Source: an optimization exercise on an open RTL-to-GDS flow (aim: small area and a short achievable clock period). Production flows keep margins and buffers that such runs may drop.
In this exercise RTL edits were held to simulation tests only and were not proved equivalent to the original.
Power and IR drop assume default switching activity.

==> inputs of 07-02 <==
// cpu
module cpu(clk, clrn, o, imem_addr, imem_data, dmem_addr, dmem_wdata, dmem_we, dmem_rdata);
==> flow/config.mk <==
export PLATFORM = sky130hd
export DESIGN_NAME = cpu
export DESIGN_NICKNAME = cpu
export VERILOG_FILES = /design/flow/design.v
export SDC_FILE = /design/flow/constraint.sdc
export NUM_CORES = 4
export LEC_CHECK = 0
export CAP_MARGIN = 20
export CORE_MARGIN = 2
export CORE_UTILIZATION = 45
export CTS_BUF_LIST = sky130_fd_sc_hd__clkbuf_8
export CTS_CLUSTER_SIZE = 20
export SETUP_SLACK_MARGIN = 4.5
export SLEW_MARGIN = 20
export SYNTH_HIERARCHICAL = 1
export SYNTH_MINIMUM_KEEP_SIZE = 0
export TNS_END_PERCENT = 0
==> flow/constraint.sdc <==
create_clock -name core_clock -period 12.0 [get_ports {clk}]
set_input_delay 2.4000 -clock core_clock [delete_from_list [all_inputs] [get_ports {clk}]]
set_output_delay 2.4000 -clock core_clock [all_outputs]
set_load 0.01 [all_outputs]
standard.sh (not shown) runs the stock make flow with config.mk's settings and CLKGATE_MAP_FILE= SYNTH_SCRIPT=/design/flow/synth_recipe.tcl, a recipe that flattens the netlist after the stock synthesis.
==> flow/flow/run.sh <==
#!/bin/bash
# Layout flow: the standard flow, with one step added after synthesis
# (downsize.tcl: every combinational cell goes back to its smallest size, and
# the flow's timing repair sizes up what the timing needs), buf_2 as the port
# buffers, and more antenna repair passes after detailed routing.
set -euo pipefail
bash standard.sh synth > synth.log 2>&1
DS_ODB=orfs/results/$FLOW_PLATFORM/cpu/base/1_synth.odb \
    openroad -no_init -exit flow/downsize.tcl > downsize.log 2>&1
bash standard.sh "BUFFER_PORTS_ARGS=-buffer_cell sky130_fd_sc_hd__buf_2" \
    MAX_REPAIR_ANTENNAS_ITER_DRT=10 finish > finish.log 2>&1
==> flow/flow/downsize.tcl <==
# Swap every combinational cell that synthesis sized up back to the smallest
# cell of the same function; the flow's timing repair sizes up what it needs.
set odb $::env(DS_ODB)
read_db $odb
set db [ord::get_db]
set block [ord::get_db_block]
# smallest-area master for each function family name
array set best {}
foreach lib [$db getLibs] {
  foreach m [$lib getMasters] {
    set n [$m getName]
    if {[regexp {^(sky130_fd_sc_hd__[a-z0-9]+)_(\d+)$} $n -> fam sz]} {
      set a [expr {[$m getWidth] * [$m getHeight]}]
      if {![info exists best($fam)] || $a < [lindex $best($fam) 1]} {
        set best($fam) [list $m $a]
      }
    }
  }
}
set skip {dfrtp dfstp dfxtp edfxtp dfrbp dfsbp dfbbn dfbbp dfxbp edfxbp sdfxtp buf clkbuf conb tapvpwrvgnd dlygate4sd3 dlymetal6s2s clkdlybuf4s15 clkdlybuf4s18 clkdlybuf4s25 clkdlybuf4s50}
set n 0
foreach inst [$block getInsts] {
  set m [$inst getMaster]
  set name [$m getName]
  if {![regexp {^(sky130_fd_sc_hd__([a-z0-9]+))_(\d+)$} $name -> fam base sz]} continue
  if {[lsearch -exact $skip $base] >= 0} continue
  if {![info exists best($fam)]} continue
  set bm [lindex $best($fam) 0]
  if {[$bm getName] ne $name} {
    $inst swapMaster $bm
    incr n
  }
}
puts "downsized $n instances"
write_db $odb
==> inputs of 02-12, as changes to 07-02 <==
--- a/flow/design.v
+++ b/flow/design.v
@@ -51,41 +51,46 @@
 endmodule
 module g_or2(a, b, y);
     input a, b;
     output y;
     assign y = a | b;
 endmodule
+module g_a222oi(a1, a2, b1, b2, c1, c2, y);
+    input a1, a2, b1, b2, c1, c2;
+    output y;
+    assign y = ~((a1 & a2) | (b1 & b2) | (c1 & c2));
+endmodule
 module g_nand3(a, b, c, y);
     input a, b, c;
     output y;
     assign y = ~(a & b & c);
 endmodule
-module g_mux2i(a0, a1, s, y);
-    input a0, a1, s;
+module g_nor3(a, b, c, y);
+    input a, b, c;
     output y;
-    assign y = ~(s ? a1 : a0);
+    assign y = ~(a | b | c);
 endmodule
 module g_xnor2(a, b, y);
     input a, b;
     output y;
     assign y = ~(a ^ b);
 endmodule
-module g_maj(a, b, c, y);
-    input a, b, c;
+module g_mux2i(a0, a1, s, y);
+    input a0, a1, s;
     output y;
-    assign y = (a & b) | (c & (a | b));
+    assign y = ~(s ? a1 : a0);
 endmodule
 `timescale 1ns / 1ps
-module regfile (rna, rnb, d, wn, we, clk, clrn, qa, qb);
+module regfile (rna, rnb, d, wn, we, clk, clrn, nqa, nqb);
     input  [31:0] d;
     input   [4:0] rna;
     input   [4:0] rnb;
     input   [4:0] wn;
     input         we;
     input         clk, clrn;
-    output [31:0] qa, qb;
+    output [31:0] nqa, nqb;
     wire   [31:0] register [1:31];
     reg    [31:1] valid;
     function [31:0] rstval;
         input [4:0] n;
         case (n)
             5'd1:    rstval = 32'ha00000aa;
@@ -128,14 +133,14 @@
         for (i = 0; i < 32; i = i + 1) begin : g_rd
             wire [31:1] col;
             genvar j;
             for (j = 1; j < 32; j = j + 1) begin : g_col
                 assign col[j] = register[j][i];
             end
-            rdbit m_a(sa_v, col, ca[i], qa[i]);
-            rdbit m_b(sb_v, col, cb[i], qb[i]);
+            rdbit m_a(sa_v, col, ca[i], nqa[i]);
+            rdbit m_b(sb_v, col, cb[i], nqb[i]);
         end
     endgenerate
     always @(posedge clk or negedge clrn)
         if (!clrn)
             valid <= 31'b0;
         else
@@ -147,35 +152,30 @@
                 if (decw[i])
                     q <= d;
             assign register[i] = q;
         end
     endgenerate
 endmodule
-module rdbit(s, d, e, q);
+module rdbit(s, d, e, nq);
     input  [30:0] s;
     input  [30:0] d;
     input         e;
-    output        q;
-    wire   [15:0] n1;
-    wire    [3:0] n2;
-    wire    [1:0] n3;
-    wire          ne;
+    output        nq;
+    wire   [10:0] n1;
+    wire    [2:0] n2;
     genvar j;
     generate
-        for (j = 0; j < 15; j = j + 1) begin : g_l1
-            g_a22oi m(s[2*j], d[2*j], s[2*j+1], d[2*j+1], n1[j]);
-        end
-        for (j = 0; j < 4; j = j + 1) begin : g_l2
-            g_nand4 m(n1[4*j], n1[4*j+1], n1[4*j+2], n1[4*j+3], n2[j]);
+        for (j = 0; j < 10; j = j + 1) begin : g_l1
+            g_a222oi m(s[3*j], d[3*j], s[3*j+1], d[3*j+1], s[3*j+2], d[3*j+2], n1[j]);
         end
     endgenerate
-    g_nand2 m_l1e(s[30], d[30], n1[15]);
-    g_nor2 m_l3a(n2[0], n2[1], n3[0]);
-    g_nor2 m_l3b(n2[2], n2[3], n3[1]);
-    g_inv m_ne(e, ne);
-    g_nand3 m_l4(n3[0], n3[1], ne, q);
+    g_a21oi m_l1e(s[30], d[30], e, n1[10]);
+    g_nand4 m_l2a(n1[0], n1[1], n1[2], n1[3], n2[0]);
+    g_nand4 m_l2b(n1[4], n1[5], n1[6], n1[7], n2[1]);
+    g_nand3 m_l2c(n1[8], n1[9], n1[10], n2[2]);
+    g_nor3 m_l3(n2[0], n2[1], n2[2], nq);
 endmodule
 `timescale 1ns / 1ps
 module cpu(clk, clrn, o, imem_addr, imem_data, dmem_addr, dmem_wdata, dmem_we, dmem_rdata);
     input                    clk;
     input                    clrn;
     output                   o;
@@ -219,17 +219,19 @@
     wire i_j    = (op == 6'h02);
     wire i_jal  = (op == 6'h03);
     wire r_alu  = r_add | r_sub | r_and | r_or | r_xor | r_sll | r_srl | r_sra;
     wire i_alu  = i_addi | i_andi | i_ori | i_xori | i_lui | i_lw;
     wire wreg   = r_alu | i_alu | i_jal;
     wire [4:0] wn = i_jal ? 5'd31 : (rtype ? rd : rt);
-    wire            [31:0]   qa, qb, wd;
-    regfile m_regfile(rs, rt, wd, wn, wreg, clk, clrn, qa, qb);
+    wire            [31:0]   nqa, nqb, wd;
+    regfile m_regfile(rs, rt, wd, wn, wreg, clk, clrn, nqa, nqb);
+    wire            [31:0]   qa = ~nqa;
+    wire            [31:0]   qb = ~nqb;
     wire            [31:0]   simm = {{16{imm[15]}}, imm};
     wire            [31:0]   asum;
-    addr_adder m_addr(qa, imm, asum);
+    addr_adder m_addr(nqa, imm, asum);
     assign dmem_addr  = asum;
     assign dmem_wdata = qb;
     assign dmem_we    = i_sw;
     wire            [31:0]   addsub;
     wire                     eq;
     add_sub m_addsub(qa, qb, ~rtype | fn[1], addsub, eq);
@@ -257,28 +259,29 @@
     always @(posedge clk or negedge clrn)
         if (!clrn)
             pc <= 32'b0;
         else
             pc <= npc;
 endmodule
-module addr_adder(a, imm, s);
-    input           [31:0]   a;
+module addr_adder(na, imm, s);
+    input           [31:0]   na;
     input           [15:0]   imm;
     output          [31:0]   s;
-    wire            [15:0]   p0, g0;
+    wire            [15:0]   p0, g0, nimm;
     wire            [15:0]   ng1, np1, g2, p2, ng3, np3, g4;
     genvar i;
     generate
         for (i = 0; i < 16; i = i + 1) begin : g_pre
-            g_xor2 m_p0(a[i], imm[i], p0[i]);
-            g_and2 m_g0(a[i], imm[i], g0[i]);
+            g_xnor2 m_p0(na[i], imm[i], p0[i]);
+            g_inv m_ni(imm[i], nimm[i]);
+            g_nor2 m_g0(na[i], nimm[i], g0[i]);
             if (i >= 1) begin : l1
                 g_a21oi m_g(p0[i], g0[i-1], g0[i], ng1[i]);
                 g_nand2 m_p(p0[i], p0[i-1], np1[i]);
             end else begin : l1
-                g_nand2 m_g(a[i], imm[i], ng1[i]);
+                g_or2 m_g(na[i], nimm[i], ng1[i]);
                 assign np1[i] = 1'b1;
             end
             if (i >= 2) begin : l2
                 g_o21ai m_g(np1[i], ng1[i-2], ng1[i], g2[i]);
                 g_nor2 m_p(np1[i], np1[i-2], p2[i]);
             end else begin : l2
@@ -301,22 +304,23 @@
                 g_xor2 m_s(p0[i], g4[i-1], s[i]);
             end
         end
     endgenerate
     assign s[0] = p0[0];
     wire                     c16 = g4[15];
-    wire            [15:0]   ah = a[31:16];
+    wire            [15:0]   nah = na[31:16];
+    wire            [15:0]   ah = ~nah;
     wire            [15:0]   o1, z1, o2, z2, o3, z3, o4, z4;
     generate
         for (i = 0; i < 16; i = i + 1) begin : g_hp
             if (i >= 1) begin : l1
-                g_nand2 m_o(ah[i], ah[i-1], o1[i]);
-                g_or2   m_z(ah[i], ah[i-1], z1[i]);
+                g_or2   m_o(nah[i], nah[i-1], o1[i]);
+                g_nand2 m_z(nah[i], nah[i-1], z1[i]);
             end else begin : l1
-                g_inv   m_o(ah[i], o1[i]);
-                assign z1[i] = ah[i];
+                assign o1[i] = nah[i];
+                g_inv   m_z(nah[i], z1[i]);
             end
             if (i >= 2) begin : l2
                 g_nor2  m_o(o1[i], o1[i-2], o2[i]);
                 g_nor2  m_z(z1[i], z1[i-2], z2[i]);
             end else begin : l2
                 g_inv   m_o(o1[i], o2[i]);
@@ -351,64 +355,34 @@
 endmodule
 module add_sub(a, b, sub, s, eq);
     input           [31:0]   a, b;
     input                    sub;
     output          [31:0]   s;
     output                   eq;
-    wire            [31:0]   bb, p, g;
-    wire            [31:0]   g1, p1, g2, p2, g3, p3, g4, p4, g5;
-    genvar i;
-    generate
-        for (i = 0; i < 32; i = i + 1) begin : g_b
-            g_xor2 m_bb(b[i], sub, bb[i]);
-            g_xor2 m_p(a[i], bb[i], p[i]);
-            if (i > 0) begin : g0
-                g_and2 m_g(a[i], bb[i], g[i]);
-            end else begin : g0
-                g_maj m_g(a[i], bb[i], sub, g[i]);
-            end
-            if (i >= 1) begin : l1
-                g_a21oi m_g(p[i], g[i-1], g[i], g1[i]);
-                g_nand2 m_p(p[i], p[i-1], p1[i]);
-            end else begin : l1
-                g_inv m_g(g[i], g1[i]);
-                assign p1[i] = 1'b1;
-            end
-            if (i >= 2) begin : l2
-                g_o21ai m_g(p1[i], g1[i-2], g1[i], g2[i]);
-                g_nor2 m_p(p1[i], p1[i-2], p2[i]);
-            end else begin : l2
-                g_inv m_g(g1[i], g2[i]);
-                assign p2[i] = 1'b0;
-            end
-            if (i >= 4) begin : l3
-                g_a21oi m_g(p2[i], g2[i-4], g2[i], g3[i]);
-                g_nand2 m_p(p2[i], p2[i-4], p3[i]);
-            end else begin : l3
-                g_inv m_g(g2[i], g3[i]);
-                assign p3[i] = 1'b1;
-            end
-            if (i >= 8) begin : l4
-                g_o21ai m_g(p3[i], g3[i-8], g3[i], g4[i]);
-                g_nor2 m_p(p3[i], p3[i-8], p4[i]);
-            end else begin : l4
-                g_inv m_g(g3[i], g4[i]);
-                assign p4[i] = 1'b0;
-            end
-            if (i >= 16) begin : l5
-                g_a21oi m_g(p4[i], g4[i-16], g4[i], g5[i]);
-            end else begin : l5
-                g_inv m_g(g4[i], g5[i]);
-            end
-            if (i >= 1) begin : sm
-                g_xnor2 m_s(p[i], g5[i-1], s[i]);
+    wire            [31:0]   bb = b ^ {32{sub}};
+    wire            [31:0]   p = a ^ bb;
+    wire            [31:0]   g = a & bb;
+    reg             [31:0]   G, P;
+    integer i, l;
+    always @(*) begin
+        G = g;
+        P = p;
+        G[0] = g[0] | (p[0] & sub);
+        for (l = 0; l < 5; l = l + 1)
+            for (i = (2 << l) - 1; i < 32; i = i + (2 << l)) begin
+                G[i] = G[i] | (P[i] & G[i - (1 << l)]);
+                P[i] = P[i] & P[i - (1 << l)];
+            end
+        for (l = 3; l >= 0; l = l - 1)
+            for (i = 3 * (1 << l) - 1; i < 32; i = i + (2 << l)) begin
+                G[i] = G[i] | (P[i] & G[i - (1 << l)]);
+                P[i] = P[i] & P[i - (1 << l)];
             end
-        end
-    endgenerate
-    g_xor2 m_s0(p[0], sub, s[0]);
-    g_and2 m_eq(p4[31], p4[15], eq);
+    end
+    assign s = p ^ {G[30:0], sub};
+    assign eq = &p;
 endmodule
 module shifter(x, n, f, y);
     input           [31:0]   x;
     input            [4:0]   n;
     input            [1:0]   f;
     output          [31:0]   y;
==> flow/flow/run.sh (replaced) <==
#!/bin/bash
# Layout flow: the standard flow, with one step added after synthesis
# (downsize.tcl: every combinational cell goes back to its smallest size, and
# the flow's timing repair sizes up what the timing needs), buf_2 as the port
# buffers, a clock tree of clkbuf_8/clkbuf_16 in clusters of at most 16 sinks
# and 70 um without dummy loads, and more antenna repair passes after
# detailed routing.
set -euo pipefail
bash standard.sh synth > synth.log 2>&1
DS_ODB=orfs/results/$FLOW_PLATFORM/cpu/base/1_synth.odb \
    openroad -no_init -exit flow/downsize.tcl > downsize.log 2>&1
bash standard.sh "BUFFER_PORTS_ARGS=-buffer_cell sky130_fd_sc_hd__buf_2" \
    "CTS_ARGS=-sink_clustering_enable -repair_clock_nets -sink_clustering_size 16 -sink_clustering_max_diameter 70 -buf_list {sky130_fd_sc_hd__clkbuf_8 sky130_fd_sc_hd__clkbuf_16} -dont_use_dummy_load" \
    MAX_REPAIR_ANTENNAS_ITER_DRT=10 finish > finish.log 2>&1
==> flow/config.mk (replaced) <==
export PLATFORM = sky130hd
export DESIGN_NAME = cpu
export DESIGN_NICKNAME = cpu
export VERILOG_FILES = /design/flow/design.v
export SDC_FILE = /design/flow/constraint.sdc
export NUM_CORES = 4
export LEC_CHECK = 0
export CAP_MARGIN = 20
export CORE_MARGIN = 2
export CORE_UTILIZATION = 45
export SETUP_SLACK_MARGIN = 4.5
export SLEW_MARGIN = 20
export SYNTH_HIERARCHICAL = 1
export SYNTH_MINIMUM_KEEP_SIZE = 0
export TNS_END_PERCENT = 0
==> inputs of 04-03, as changes to 07-02 <==
--- a/flow/design.v
+++ b/flow/design.v
@@ -51,32 +51,12 @@
 endmodule
 module g_or2(a, b, y);
     input a, b;
     output y;
     assign y = a | b;
 endmodule
-module g_nand3(a, b, c, y);
-    input a, b, c;
-    output y;
-    assign y = ~(a & b & c);
-endmodule
-module g_mux2i(a0, a1, s, y);
-    input a0, a1, s;
-    output y;
-    assign y = ~(s ? a1 : a0);
-endmodule
-module g_xnor2(a, b, y);
-    input a, b;
-    output y;
-    assign y = ~(a ^ b);
-endmodule
-module g_maj(a, b, c, y);
-    input a, b, c;
-    output y;
-    assign y = (a & b) | (c & (a | b));
-endmodule
 `timescale 1ns / 1ps
 module regfile (rna, rnb, d, wn, we, clk, clrn, qa, qb);
     input  [31:0] d;
     input   [4:0] rna;
     input   [4:0] rnb;
     input   [4:0] wn;
@@ -155,27 +135,25 @@
     input  [30:0] d;
     input         e;
     output        q;
     wire   [15:0] n1;
     wire    [3:0] n2;
     wire    [1:0] n3;
-    wire          ne;
     genvar j;
     generate
         for (j = 0; j < 15; j = j + 1) begin : g_l1
             g_a22oi m(s[2*j], d[2*j], s[2*j+1], d[2*j+1], n1[j]);
         end
         for (j = 0; j < 4; j = j + 1) begin : g_l2
             g_nand4 m(n1[4*j], n1[4*j+1], n1[4*j+2], n1[4*j+3], n2[j]);
         end
     endgenerate
-    g_nand2 m_l1e(s[30], d[30], n1[15]);
+    g_a21oi m_l1e(s[30], d[30], e, n1[15]);
     g_nor2 m_l3a(n2[0], n2[1], n3[0]);
     g_nor2 m_l3b(n2[2], n2[3], n3[1]);
-    g_inv m_ne(e, ne);
-    g_nand3 m_l4(n3[0], n3[1], ne, q);
+    g_nand2 m_l4(n3[0], n3[1], q);
 endmodule
 `timescale 1ns / 1ps
 module cpu(clk, clrn, o, imem_addr, imem_data, dmem_addr, dmem_wdata, dmem_we, dmem_rdata);
     input                    clk;
     input                    clrn;
     output                   o;
@@ -338,77 +316,47 @@
             end
         end
     endgenerate
     wire            [15:0]   allone  = {o4[14:0], 1'b1};
     wire            [15:0]   allzero = {z4[14:0], 1'b1};
     wire                     sg = imm[15];
-    wire            [15:0]   nhi1 = ~(ah ^ (allone & {16{~sg}}));
-    wire            [15:0]   nhi0 = ~(ah ^ (allzero & {16{sg}}));
+    wire            [15:0]   hi1 = ah ^ (allone & {16{~sg}});
+    wire            [15:0]   hi0 = ah ^ (allzero & {16{sg}});
     generate
         for (i = 0; i < 16; i = i + 1) begin : g_sel
-            g_mux2i m(nhi0[i], nhi1[i], c16, s[16+i]);
+            g_mux2 m(hi0[i], hi1[i], c16, s[16+i]);
         end
     endgenerate
 endmodule
 module add_sub(a, b, sub, s, eq);
     input           [31:0]   a, b;
     input                    sub;
     output          [31:0]   s;
     output                   eq;
-    wire            [31:0]   bb, p, g;
-    wire            [31:0]   g1, p1, g2, p2, g3, p3, g4, p4, g5;
-    genvar i;
-    generate
-        for (i = 0; i < 32; i = i + 1) begin : g_b
-            g_xor2 m_bb(b[i], sub, bb[i]);
-            g_xor2 m_p(a[i], bb[i], p[i]);
-            if (i > 0) begin : g0
-                g_and2 m_g(a[i], bb[i], g[i]);
-            end else begin : g0
-                g_maj m_g(a[i], bb[i], sub, g[i]);
-            end
-            if (i >= 1) begin : l1
-                g_a21oi m_g(p[i], g[i-1], g[i], g1[i]);
-                g_nand2 m_p(p[i], p[i-1], p1[i]);
-            end else begin : l1
-                g_inv m_g(g[i], g1[i]);
-                assign p1[i] = 1'b1;
-            end
-            if (i >= 2) begin : l2
-                g_o21ai m_g(p1[i], g1[i-2], g1[i], g2[i]);
-                g_nor2 m_p(p1[i], p1[i-2], p2[i]);
-            end else begin : l2
-                g_inv m_g(g1[i], g2[i]);
-                assign p2[i] = 1'b0;
-            end
-            if (i >= 4) begin : l3
-                g_a21oi m_g(p2[i], g2[i-4], g2[i], g3[i]);
-                g_nand2 m_p(p2[i], p2[i-4], p3[i]);
-            end else begin : l3
-                g_inv m_g(g2[i], g3[i]);
-                assign p3[i] = 1'b1;
-            end
-            if (i >= 8) begin : l4
-                g_o21ai m_g(p3[i], g3[i-8], g3[i], g4[i]);
-                g_nor2 m_p(p3[i], p3[i-8], p4[i]);
-            end else begin : l4
-                g_inv m_g(g3[i], g4[i]);
-                assign p4[i] = 1'b0;
-            end
-            if (i >= 16) begin : l5
-                g_a21oi m_g(p4[i], g4[i-16], g4[i], g5[i]);
-            end else begin : l5
-                g_inv m_g(g4[i], g5[i]);
-            end
-            if (i >= 1) begin : sm
-                g_xnor2 m_s(p[i], g5[i-1], s[i]);
+    wire            [31:0]   bb = b ^ {32{sub}};
+    wire            [31:0]   p = a ^ bb;
+    wire            [31:0]   g = a & bb;
+    reg             [31:0]   G, P;
+    integer i, l;
+    always @(*) begin
+        G = g;
+        P = p;
+        G[0] = g[0] | (p[0] & sub);
+        for (l = 0; l < 5; l = l + 1)
+            for (i = (2 << l) - 1; i < 32; i = i + (2 << l)) begin
+                G[i] = G[i] | (P[i] & G[i - (1 << l)]);
+                P[i] = P[i] & P[i - (1 << l)];
+            end
+        for (l = 3; l >= 0; l = l - 1)
+            for (i = 3 * (1 << l) - 1; i < 32; i = i + (2 << l)) begin
+                G[i] = G[i] | (P[i] & G[i - (1 << l)]);
+                P[i] = P[i] & P[i - (1 << l)];
             end
-        end
-    endgenerate
-    g_xor2 m_s0(p[0], sub, s[0]);
-    g_and2 m_eq(p4[31], p4[15], eq);
+    end
+    assign s = p ^ {G[30:0], sub};
+    assign eq = &p;
 endmodule
 module shifter(x, n, f, y);
     input           [31:0]   x;
     input            [4:0]   n;
     input            [1:0]   f;
     output          [31:0]   y;
==> flow/flow/run.sh (replaced) <==
#!/bin/bash
# Layout flow: the standard flow, with one step added after synthesis
# (downsize.tcl: every combinational cell goes back to its smallest size, and
# the flow's timing repair sizes up what the timing needs), buf_2 as the port
# buffers, a clock tree of clkbuf_8 without dummy loads, and more antenna
# repair passes after detailed routing.
set -euo pipefail
bash standard.sh synth > synth.log 2>&1
DS_ODB=orfs/results/$FLOW_PLATFORM/cpu/base/1_synth.odb \
    openroad -no_init -exit flow/downsize.tcl > downsize.log 2>&1
bash standard.sh "BUFFER_PORTS_ARGS=-buffer_cell sky130_fd_sc_hd__buf_2" \
    "CTS_ARGS=-sink_clustering_enable -repair_clock_nets -sink_clustering_size 20 -buf_list sky130_fd_sc_hd__clkbuf_8 -dont_use_dummy_load" \
    MAX_REPAIR_ANTENNAS_ITER_DRT=10 finish > finish.log 2>&1
==> flow/config.mk (replaced) <==
export PLATFORM = sky130hd
export DESIGN_NAME = cpu
export DESIGN_NICKNAME = cpu
export VERILOG_FILES = /design/flow/design.v
export SDC_FILE = /design/flow/constraint.sdc
export NUM_CORES = 4
export LEC_CHECK = 0
export CAP_MARGIN = 20
export CORE_MARGIN = 2
export CORE_UTILIZATION = 45
export SETUP_SLACK_MARGIN = 4.5
export SLEW_MARGIN = 20
export SYNTH_HIERARCHICAL = 1
export SYNTH_MINIMUM_KEEP_SIZE = 0
export TNS_END_PERCENT = 0
==> summary.txt <==
metric	04-03	02-12	07-02
Status	finished clean	finished with violations	finished clean
Violated checks	-	slew limit	-
Count of multi-input combinational gates	3200	2661	3390
Worst IR drop on VDD	0.09355 mV	0.09528 mV	0.1072 mV
Power spent charging and discharging nets	0.002489 W	0.002385 W	0.002885 W
Met2 demand-to-capacity share in global routing	54.77%	53.60%	58.89%
Clock network fraction of total power	31.0%	29.4%	33.4%
Inverter count of the layout excluding clock inverters	153	205	230
PostCTS Resize Cnt	236	93	402
Power of the sequential group	0.00420 W	0.00419 W	0.00420 W
H-tree levels	4	3	4
Placeable core region	119700 µm²	115900 µm²	121400 µm²
Total half-perimeter wirelength after legalization and detailed placement	143400 µm	145700 µm	159100 µm
Comb power	0.00156 W	0.00161 W	0.00183 W
Setup skew after layout	0.1260 ns	0.09900 ns	0.05555 ns
Total Die Area	123100 µm²	119200 µm²	124800 µm²
Antenna violations before repair	9	17	12
Power in the clock group	0.00258 W	0.00242 W	0.00302 W
Floorplan die width	350.8 µm	345.2 µm	353.2 µm
Weighted congestion at the end of routability-driven global placement	1.044	1.036	1.026
Upper clock frequency limit	0.1183 GHz	0.1165 GHz	0.1212 GHz
Post-layout worst setup margin	3.545 ns	3.414 ns	3.751 ns
Cells on worst reg2reg path	21	14	18
Met1 Wirelength	88490 µm	79130 µm	93210 µm

-- separate check: timing with driven ports --
Ports are ideal in the flow. The routed layouts listed here were re-timed in OpenROAD.
Step 1: set_driving_cell puts a clkbuf_16 on clk and a buf_2 on each other input, an assumption about the parent block.
Step 2 moves the port delays by t, midway between the first and last clock arrival at a register: inputs arrive t later, outputs are due t later. That takes back most of the time a late clock gives input paths.
Slacks: no drivers / after step 1 / after step 2; pairs: no drivers / after step 1.
run	t (ns)	setup slack, ns	worst setup path at the end
07-02	0.999	3.751 / 3.617 / 2.832	input to register
02-12	0.732	3.414 / 3.270 / 2.841	input to register
04-03	0.944	3.545 / 3.510 / 2.696	input to register
For 07-02, which loses most, drivers alone change the setup slack by -0.134 ns; drivers and shift together by -0.919 ns.
